From an optimization exercise on the open Yosys and OpenROAD flow, aimed at small area, a short achievable clock period and few clock cycles; shortcuts taken in it are not production practice. Function not checked in this run: the RTL went through the layout flow alone. Power and IR drop assume default switching activity.

**flow/flow/run.sh**
```bash
#!/bin/bash
# The standard layout (standard.sh), with two changes to how timing is
# repaired: the port buffers that global placement inserts on every input and
# output are sky130_fd_sc_hd__buf_4 cells instead of the delay cells
# buffer_ports picks by default, and the resizer may change a cell's drive
# strength even when that changes its width (MATCH_CELL_FOOTPRINT=0), and
# timing repair aims for a setup slack of 6.5 ns at the design's clock period.
# All of make's output goes to standard.log in this folder; ORFS's per-step
# logs are under orfs/logs/.
set -euo pipefail
bash standard.sh "BUFFER_PORTS_ARGS=-buffer_cell sky130_fd_sc_hd__buf_4" MATCH_CELL_FOOTPRINT=0 SETUP_SLACK_MARGIN=6.5 finish > standard.log 2>&1
```
**flow/standard.sh**
```bash
#!/bin/bash
# synth_recipe.tcl (not shown) runs the flow's synth.tcl, then flattens the netlist and writes it again
# the make line also repeats each setting of config.mk as NAME=value (left out here)
make -C /OpenROAD-flow-scripts/flow DESIGN_CONFIG=/design/flow/config.mk WORK_HOME=/design/flow/orfs CLKGATE_MAP_FILE= SYNTH_SCRIPT=/design/flow/synth_recipe.tcl "${@:-finish}"
```
**flow/config.mk**
```make
export PLATFORM = sky130hd
export DESIGN_NAME = MultiCycleCPU
export DESIGN_NICKNAME = MultiCycleCPU
export VERILOG_FILES = /design/flow/design.v
export SDC_FILE = /design/flow/constraint.sdc
export NUM_CORES = 8
export LEC_CHECK = 0
export CAP_MARGIN = 30
export CORE_MARGIN = 2
export CORE_UTILIZATION = 40
export SLEW_MARGIN = 30
export SYNTH_HIERARCHICAL = 1
export TNS_END_PERCENT = 1
```
**flow/constraint.sdc**
```tcl
create_clock -name core_clock -period 9.0 [get_ports {clk}]
set_input_delay 1.8000 -clock core_clock [delete_from_list [all_inputs] [get_ports {clk}]]
set_output_delay 1.8000 -clock core_clock [all_outputs]
set_load 0.01 [all_outputs]
```
**flow/design.v**
```verilog
module RegisterFile(reset, clk, we, wa, wd, ra1, ra2, rn1, rn2, rv1, rv2);
    input reset;
    input clk;
    input we;
    input [4:0] wa;
    input [31:0] wd;
    input [4:0] ra1;
    input [4:0] ra2;
    output [351:0] rn1;
    output [351:0] rn2;
    output rv1;
    output rv2;
    reg [31:0] data [1:31];
    reg [31:1] vld;
    integer i;
    always @(posedge reset or posedge clk) begin
        if (reset)
            vld <= 31'd0;
        else if (we && wa != 5'd0)
            vld[wa] <= 1'b1;
    end
    wire [31:0] vld0 = {vld, 1'b0};
    assign rv1 = vld0[ra1];
    assign rv2 = vld0[ra2];
    wire [3:0] lo1 = 4'b0001 << ra1[1:0];
    wire [7:0] hi1 = 8'b00000001 << ra1[4:2];
    wire [3:0] lo2 = 4'b0001 << ra2[1:0];
    wire [7:0] hi2 = 8'b00000001 << ra2[4:2];
    wire [31:1] s1, s2;
    wire [31:1] wsel;
    genvar r, b, g;
    generate
        for (r = 1; r < 32; r = r + 1) begin : row
            assign s1[r] = hi1[r / 4] && lo1[r % 4];
            assign s2[r] = hi2[r / 4] && lo2[r % 4];
            assign wsel[r] = we && (wa == r);
            wire nsel = !wsel[r];
            for (b = 0; b < 32; b = b + 1) begin : bt
                wire dn;
                RfHold hold(.we(wsel[r]), .nwe(nsel), .d(wd[b]), .q(data[r][b]), .y(dn));
                always @(posedge clk) data[r][b] <= dn;
            end
        end
        for (b = 0; b < 32; b = b + 1) begin : col
            wire [31:1] d;
            for (r = 1; r < 32; r = r + 1) begin : din
                assign d[r] = data[r][b];
            end
            wire [10:0] n1, n2;
            assign n1[10] = ~(s1[31] & d[31]);
            assign n2[10] = ~(s2[31] & d[31]);
            for (g = 0; g < 10; g = g + 1) begin : grp
                RfAoi3 a1(.s0(s1[3*g+1]), .d0(d[3*g+1]), .s1(s1[3*g+2]), .d1(d[3*g+2]),
                          .s2(s1[3*g+3]), .d2(d[3*g+3]), .y(n1[g]));
                RfAoi3 a2(.s0(s2[3*g+1]), .d0(d[3*g+1]), .s1(s2[3*g+2]), .d1(d[3*g+2]),
                          .s2(s2[3*g+3]), .d2(d[3*g+3]), .y(n2[g]));
            end
            assign rn1[11*b +: 11] = n1;
            assign rn2[11*b +: 11] = n2;
        end
    endgenerate
endmodule
module RfAoi3(s0, d0, s1, d1, s2, d2, y);
    input s0, d0, s1, d1, s2, d2;
    output y;
    assign y = ~((s0 & d0) | (s1 & d1) | (s2 & d2));
endmodule
module RfHold(we, nwe, d, q, y);
    input we, nwe, d, q;
    output y;
    assign y = (we & d) | (nwe & q);
endmodule
module MultiCycleCPU (reset, clk, mem_addr, mem_wdata, mem_we, mem_rdata);
    input reset;
    input clk;
    output [31:0] mem_addr;
    output [31:0] mem_wdata;
    output mem_we;
    input  [31:0] mem_rdata;
    reg [31:0] maddr;       
    reg        mem_cyc;     
    reg        mem_ld;      
    reg [4:0]  mem_rd;      
    reg        st_we;
    reg        ex_valid;
    reg [31:0] ir;
    reg [31:0] ex_pc4;      
    reg [31:0] ra, rb;      
    reg [31:0] opb;         
    reg        d_useimm;
    reg        d_sub, d_shl;    
    reg        d_wen;       
    reg [4:0]  d_wreg;
    reg        wb_we;
    reg [4:0]  wb_reg;
    reg [31:0] wb_data;
    assign mem_addr  = maddr;
    assign mem_we    = st_we;
    assign mem_wdata = wb_data;    
    wire [5:0]  op    = ir[31:26];
    wire [5:0]  fn    = ir[5:0];
    wire [4:0]  ir_rt = ir[20:16];
    wire [15:0] imm   = ir[15:0];
    wire is_r    = (op == 6'h00);
    wire is_jr   = is_r && (fn == 6'h08 || fn == 6'h09);    
    wire is_jj   = (op[5:1] == 5'b00001);                   
    wire is_beq  = (op == 6'h04);
    wire is_lw   = (op == 6'h23);
    wire is_sw   = (op == 6'h2b);
    wire [9:0] rsel;
    assign rsel[1] = (is_r && fn == 6'h24) || op == 6'h0c;
    assign rsel[2] = is_r && fn == 6'h25;
    assign rsel[3] = is_r && fn == 6'h26;
    assign rsel[4] = is_r && fn == 6'h27;
    assign rsel[5] = (is_r && fn == 6'h2a) || op == 6'h0a;
    assign rsel[6] = (is_r && fn == 6'h2b) || op == 6'h0b;
    assign rsel[7] = is_r && (fn == 6'h00 || fn == 6'h02 || fn == 6'h03);
    assign rsel[8] = (op == 6'h03) || (is_r && fn == 6'h09);
    assign rsel[9] = is_sw;
    assign rsel[0] = ~|rsel[9:1];
    wire [32:0] alu_s = {1'b0, ra} + {1'b0, opb ^ {32{d_sub}}} + {32'd0, d_sub};
    wire [31:0] alu_sum = alu_s[31:0];
    wire alu_lt  = (ra[31] ^ opb[31]) ? ra[31] : alu_s[31];
    wire alu_ltu = ~alu_s[32];
    function [31:0] rev(input [31:0] x);
        integer k;
        for (k = 0; k < 32; k = k + 1) rev[k] = x[31 - k];
    endfunction
    wire [31:0] sh_in = d_shl ? rev(opb) : opb;
    wire signed [32:0] sh_x = {fn[0] & opb[31], sh_in};
    wire [32:0] sh_r = sh_x >>> ir[10:6];
    wire [31:0] shv = d_shl ? rev(sh_r[31:0]) : sh_r[31:0];
    wire [31:0] alu_res = ({32{rsel[0]}} & alu_s[31:0])
                        | ({32{rsel[1]}} & (ra & opb))
                        | ({32{rsel[2]}} & (ra | opb))
                        | ({32{rsel[3]}} & (ra ^ opb))
                        | ({32{rsel[4]}} & ~(ra | opb))
                        | {31'd0, rsel[5] & alu_lt}
                        | {31'd0, rsel[6] & alu_ltu}
                        | ({32{rsel[7]}} & shv)
                        | ({32{rsel[8]}} & ex_pc4)
                        | ({32{rsel[9]}} & rb);
    wire ex_run   = ex_valid && !mem_cyc;
    wire taken    = is_beq && (ra == rb);
    wire redirect = ex_run && (is_jr || taken);
    wire [31:0] btarget = ex_pc4 + {{14{imm[15]}}, imm, 2'b00};
    wire [31:0] rtarget = is_beq ? btarget : alu_sum;
    wire to_mem   = ex_run && (is_lw || is_sw);
    wire [31:0] inst = mem_rdata;
    wire [5:0]  f_op = inst[31:26];
    wire [5:0]  f_fn = inst[5:0];
    wire [4:0]  f_rs = inst[25:21];
    wire [4:0]  f_rt = inst[20:16];
    wire [4:0]  f_rd = inst[15:11];
    wire [31:0] pc4f = maddr + 32'd4;
    wire f_isj = (f_op[5:1] == 5'b00001);   
    wire [31:0] jtarget_f = {pc4f[31:28], inst[25:0], 2'b00};
    wire f_r    = (f_op == 6'h00);
    wire f_lui  = (f_op == 6'h0f);
    wire f_andi = (f_op == 6'h0c);
    wire f_sub  = (f_r && (f_fn == 6'h22 || f_fn == 6'h23 || f_fn == 6'h2a || f_fn == 6'h2b)) ||
                  f_op == 6'h0a || f_op == 6'h0b;
    wire f_useimm = (f_op[5:3] == 3'b001) || f_op == 6'h23 || f_op == 6'h2b;
    wire [31:0] f_imm = f_lui  ? {inst[15:0], 16'h0000} :
                        f_andi ? {16'h0000, inst[15:0]} :
                                 {{16{inst[15]}}, inst[15:0]};
    wire f_jal  = (f_op == 6'h03);
    wire f_writes = (f_r && f_fn != 6'h08) || (f_op[5:3] == 3'b001) || f_jal;
    wire [4:0] f_wreg = f_jal ? 5'd31 : f_r ? f_rd : f_rt;
    wire bpe_a = ex_valid && d_wen && (d_wreg == f_rs);
    wire bpe_b = ex_valid && d_wen && (d_wreg == f_rt);
    wire bpw_a = wb_we && (wb_reg == f_rs);
    wire bpw_b = wb_we && (wb_reg == f_rt);
    wire [351:0] rn_a, rn_b;
    wire rv_a, rv_b;
    RegisterFile RegisterFile(.reset(reset), .clk(clk), .we(wb_we), .wa(wb_reg), .wd(wb_data),
                              .ra1(f_rs), .ra2(f_rt), .rn1(rn_a), .rn2(rn_b),
                              .rv1(rv_a), .rv2(rv_b));
    wire ld_fwd = mem_ld && (mem_rd != 5'd0);
    wire ld_a = ld_fwd && (mem_rd == ir[25:21]);
    wire ld_b = ld_fwd && (mem_rd == ir[20:16]);
    wire fa_alu = !mem_cyc && bpe_a;
    wire fa_wb  = !mem_cyc && !bpe_a && bpw_a;
    wire fa_rf  = !mem_cyc && !bpe_a && !bpw_a && rv_a;
    wire fb_alu = !mem_cyc && bpe_b;
    wire fb_wb  = !mem_cyc && !bpe_b && bpw_b;
    wire fb_rf  = !mem_cyc && !bpe_b && !bpw_b && rv_b;
    wire fo_imm = !mem_cyc && f_useimm;
    wire fo_ld  = mem_cyc && ld_b && !d_useimm;
    wire [31:0] ra_x  = ({32{mem_cyc && ld_a}} & mem_rdata) | ({32{mem_cyc && !ld_a}} & ra) |
                        ({32{fa_wb}} & wb_data);
    wire [31:0] rb_x  = ({32{mem_cyc && ld_b}} & mem_rdata) | ({32{mem_cyc && !ld_b}} & rb) |
                        ({32{fb_wb}} & wb_data);
    wire [31:0] opb_x = ({32{fo_ld}} & mem_rdata) | ({32{mem_cyc && !fo_ld}} & opb) |
                        ({32{fb_wb && !f_useimm}} & wb_data) | ({32{fo_imm}} & f_imm);
    wire [31:0] ra_n, rb_n, opb_n;
    genvar k;
    generate
        for (k = 0; k < 32; k = k + 1) begin : opf
            OpFinal fa(.m0(~&rn_a[11*k +: 4]), .m1(~&rn_a[11*k+4 +: 4]), .m2(~&rn_a[11*k+8 +: 3]),
                       .s(fa_rf), .a(alu_res[k]), .t(fa_alu), .x(ra_x[k]), .y(ra_n[k]));
            OpFinal fb(.m0(~&rn_b[11*k +: 4]), .m1(~&rn_b[11*k+4 +: 4]), .m2(~&rn_b[11*k+8 +: 3]),
                       .s(fb_rf), .a(alu_res[k]), .t(fb_alu), .x(rb_x[k]), .y(rb_n[k]));
            OpFinal fo(.m0(~&rn_b[11*k +: 4]), .m1(~&rn_b[11*k+4 +: 4]), .m2(~&rn_b[11*k+8 +: 3]),
                       .s(fb_rf && !f_useimm), .a(alu_res[k]), .t(fb_alu && !f_useimm),
                       .x(opb_x[k]), .y(opb_n[k]));
        end
    endgenerate
    always @(posedge reset or posedge clk) begin
        if (reset) begin
            maddr    <= 32'd0;
            mem_cyc  <= 1'b0;
            st_we    <= 1'b0;
            ex_valid <= 1'b0;
            wb_we    <= 1'b0;
        end else if (mem_cyc) begin
            mem_cyc <= 1'b0;
            st_we   <= 1'b0;
            wb_we   <= ld_fwd;
            maddr   <= is_jj ? {ex_pc4[31:28], ir[25:0], 2'b00} : ex_pc4;
        end else begin
            ex_valid <= !redirect;
            wb_we    <= ex_valid && d_wen;
            if (redirect) begin
                maddr <= rtarget;
            end else if (to_mem) begin
                maddr   <= alu_sum;
                mem_cyc <= 1'b1;
                st_we   <= is_sw;
            end else if (f_isj) begin
                maddr <= jtarget_f;
            end else begin
                maddr <= pc4f;
            end
        end
    end
    wire d_sub_n, d_shl_n;
    RfHold sub_hold(.we(!mem_cyc), .nwe(mem_cyc), .d(f_sub), .q(d_sub), .y(d_sub_n));
    RfHold shl_hold(.we(!mem_cyc), .nwe(mem_cyc), .d(f_r && (f_fn == 6'h00)), .q(d_shl), .y(d_shl_n));
    always @(posedge clk) begin
        d_sub <= d_sub_n;
        d_shl <= d_shl_n;
        ra  <= ra_n;
        rb  <= rb_n;
        opb <= opb_n;
        if (mem_cyc) begin
            wb_reg  <= mem_rd;
            wb_data <= mem_rdata;
        end else begin
            wb_reg   <= d_wreg;
            wb_data  <= alu_res;
            ir       <= inst;
            ex_pc4   <= pc4f;
            d_useimm <= f_useimm;
            d_wen    <= f_writes && (f_wreg != 5'd0);
            d_wreg   <= f_wreg;
            if (to_mem) begin
                mem_ld  <= is_lw;
                mem_rd  <= ir_rt;
            end
        end
    end
endmodule
module OpFinal(m0, m1, m2, s, a, t, x, y);
    input m0, m1, m2, s, a, t, x;
    output y;
    assign y = (s & (m0 | m1 | m2)) | (t & a) | x;
endmodule
```
==> results.txt <==
fin crit period approximately 4 ns; area delta synth->final 20.0%; DR iter-0 viols 13600; vias 63100; clock skew 0.0551 ns; final-report max-slew violation count 0; Clock Pin Slew Worst Setup and Hold Paths about 0.060 ns; Setup-failing EPs final 0; cts bufs inserted 145; Leakage 0.0288 uW; global-route wire length before repair 457000 um; cell area after synthesis roughly 0.06 mm^2; grt total ovfl 0; vias per std cell between 7 and 8; CP max FO 18; compound-gate portion of the synthesized area 34.2%; maximum clock frequency roughly 250 MHz; xor/xnor share of the synthesized area roughly 2.7%; slack of the critical path between 5 and 6 ns; Total Wirelength 331000 um; relative slew slack 22.4%; unique cell type count in the Yosys netlist 102; Max clock buf depth 3; Fin. Hold Viols 0; Detailed Place HPWL 214000 um; post-synth top area share 36.9%; CTS root buf clkbuf_16; dpl cells 8022; #FFs+latches synth 1271; final hold slack around 0.48 ns; Clock Latency Late Sink 0.85 ns; Die W 395 um; Rows 143; fin nets 6425; CP max stage cell o31ai_1; Register-to-Register Path Depth 14; worst flop-to-flop path endpoint ra[0]; crit path from mem_rdata[24]; io pins 99; Mapped Cells between 5000 and 6000; vias in the first global route 58000; Post-synth ARST share 5.27%; register area share after synthesis between 40 and 50%; Initial Util 40.3%; Tot Pwr 15100 uW; crit path DAT 4.63 ns; die height 395 um; synth top area cells dfxtp_1 (37%), a22o_1 (14%), a222oi_1 (11%); hold crit path type flip-flop to flip-flop; Max Cap Viol 0; Filler Cell Count roughly 14000; CP peak stage delay 0.70 ns; final setup TNS 0 ns; max reg flops 992; Worst Tran Pin Value ~1.2 ns; WL/cell slightly below 40 um; Setup WS pre-CTS 3.38 ns; fraction of synthesized area in multiplexers 5.43%; Tot GR Track Use 40.4%; Routability Congestion 1.02; port bufs 98; crit path capture ra[3]; layout cells sized above 1 16.9%; Biggest register RegisterFile.data; period utilization ~44%; PwrDens 205 mW/mm^2; EDFF count, synth 77; Avg Cell Area, Syn 10.4 um^2; Synth Area in Simple Gates 9.18%; CORE AREA 0.152 mm^2; outcome finished clean; H-tree depth 4; Setup crit start kind primary input; initial antenna violation count 30; CTS tree built; Final Non-Filler Cells between 8000 and 9000; most used flip-flop cell after synthesis dfxtp_1; flop-to-flop setup slack 5.13 ns; CP Class primary input to flip-flop; RSZ-0062 raised after global routing true; number of nets with antenna violations after routing 0; largest net degree at the start of global routing 86; worst r2r src d_sub; Die Area 0.156 mm^2; Post-Synth Adder-Cell Area between 2 and 3%; clock sink count 1271; largest family of logic cells by synthesized area compound AO/OA/AOI/OAI gates; largest area contributor in the netlist dfxtp_1; critical-path cell list buf_12 -> nand3b_1 -> nor2_4 -> buf_4 -> a222oi_1 -> nand4_1 -> o31ai_1 -> nand2_1; Max VDD drop 0.000202 V; CP endpoint kind flip-flop; DRC Markers 0; Pre-antenna DRT Iters 15; Worst Path Required 9.66 ns; Yosys warnings 9; Syn Nets ~6000
## per-module statistics from Yosys (local to each module, per instance)
module | times used | flip-flops and latches
MultiCycleCPU | 1 | 248
OpFinal | 96 | 0
RegisterFile | 1 | 1023
RfAoi3 | 640 | 0
RfHold | 994 | 0
## routing by layer
metal | routed length [um] | vias to the layer above | GRT usage [%]
li1 | - | 25500 | -
met1 | 118000 | 30800 | 49.8
met5 | 199 | - | 0
met2 | 136000 | 5436 | 58.3
met3 | 48400 | 1269 | 14.5
met4 | 29000 | 32 | 28.7
## how the worst min path moves through the flow
| stage | end | slack (ns) | startpoint | depth (start not counted) |
|---|---|---|---|---|
| 4_1_cts | ex_pc4[0] | 0.48 | maddr[0] | 0 |
| 3_5_place_dp | d_shl | 0.45 | d_shl | 1 |
| 5_1_grt | ex_pc4[0] | 0.50 | maddr[0] | 0 |
| 6_report | ex_pc4[0] | 0.48 | maddr[0] | 0 |
| 3_3_place_gp | d_shl | 0.45 | d_shl | 1 |
| 2_1_floorplan | d_sub | 0.44 | d_sub | 1 |
## timing repair
| item | CTS | global route |
|---|---|---|
| cloned | 8 | 0 |
| gates resized for setup | 208 | 79 |
| pin swaps | 69 | 31 |
| endpoints found under the setup margin | 1302 | 1316 |
| endpoints found under the hold margin | 0 | 0 |
| hold buffers | 0 | 0 |
| setup buffers | 73 | 30 |
## cell type report
type                       instances  area (um^2)  share of cell area [%]
inverter                         155          598                   0.815
sequential                      1271        26600                    36.3
tap                             2030         2540                    3.46
multi-input combinational       4254        34900                    47.6
clock inverter                    40          520                   0.709
clock buffer                     222         4510                    6.15
timing repair buffer             423         3660                    4.98
antenna                           10         25.0                  0.0341
## cells in the final DEF, fill, tap and decap left out, types with 33 or more instances in the layout
cell type | synthesis | routed
mux2_2 | 67 | 65
xnor2_1 | 92 | 88
nand4_1 | 159 | 159
xor2_1 | 93 | 82
dfxtp_2 | 0 | 40
nand3_1 | 124 | 116
a21oi_1 | 218 | 199
inv_1 | 152 | 145
a22o_1 | 1001 | 1001
buf_4 | 7 | 376
o21ai_0 | 149 | 139
a222oi_1 | 682 | 682
nand2_1 | 467 | 458
mux2i_1 | 134 | 133
nor2_1 | 227 | 162
ha_1 | 139 | 125
a21o_1 | 34 | 33
nor2_4 | 0 | 52
clkbuf_8 | 0 | 34
dfrtp_1 | 67 | 67
edfxtp_1 | 77 | 77
dfxtp_1 | 1127 | 1081
nor3_1 | 36 | 33
clkbuf_16 | 0 | 161
o31ai_1 | 101 | 85
mux4_2 | 52 | 52
## synthesized netlist by cell type, types with 10 or more instances
cell type / n
nand2_1: 467
mux4_2: 52
nor2b_1: 18
dfrtp_1: 67
o31ai_1: 101
nor4_1: 13
a222oi_1: 682
a31oi_1: 17
and2_1: 16
mux2_2: 67
a22o_1: 1001
nand3_1: 124
inv_1: 152
nor2_1: 227
o211ai_1: 16
nand4_1: 159
buf_2: 29
a21o_1: 34
o21a_1: 14
clkbuf_1: 130
mux2i_1: 134
dfxtp_1: 1127
ha_1: 139
o21bai_1: 32
xnor2_1: 92
a21oi_1: 218
xor2_1: 93
a22oi_1: 14
nand3b_1: 10
o21ai_1: 24
buf_1: 19
nor3_1: 36
edfxtp_1: 77
a221o_1: 30
o21ai_0: 149
and3_1: 21
o221ai_1: 25
nand2b_1: 24
a211oi_1: 18
## cells by family (layout without fill, tap and decap cells)
family | Yosys count | after routing
other | 0 | 10
and+or+nand+nor | 1181 | 1185
DFF | 1271 | 1271
AOI/OAI and AO/OA | 2485 | 2485
muxes | 257 | 257
xor gates and xnor gates | 186 | 186
buffers and inverters | 342 | 840
adders and majority gates | 141 | 141
## power breakdown
part	switching, uW	internal [uW]	leakage, uW
Sequential	504	6090	0.0108
Combinational	1320	855	0.0155
Clock	2600	3700	0.00249
## worst max-delay path, delay by kind of cell
| family | cells | cell delay, ns |
|---|---|---|
| and+or+nand+nor | 4 | 1.19 |
| buffers and inverters | 2 | 0.45 |
| AOI/OAI and AO/OA | 2 | 1.14 |
## through the flow
stage / utilization, % / instance area [um^2]
after floorplan: - / 61400
after global placement: 43.3 / 65800
after detailed placement: 43.4 / 65900
after CTS: 47.8 / 72700
after global routing: 48.3 / 73300
final: 48.3 / 73400

-- separate check: timing with driven ports --
In the flow no input, the clock included, has a driving cell. The finished layout below was timed again as built, in two steps.
Step 1 assumes that a clkbuf_16 drives the clock port and a buf_2 every other input.
Step 2, shift: input delay + t, output delay - t, t = (earliest + latest rising clock arrival at the registers) / 2. This alone moves slack from input paths to output paths.
a / b / c = ideal ports / drivers / drivers and shift; a / b = the first two.
t (ns): 0.903
setup slack, ns: 5.029 / 5.047 / 4.144
worst setup path after step 2: input to register
After both steps setup and hold are still met in this run. For this run, drivers alone change the setup slack by +0.018 ns; drivers and shift together by -0.885 ns.
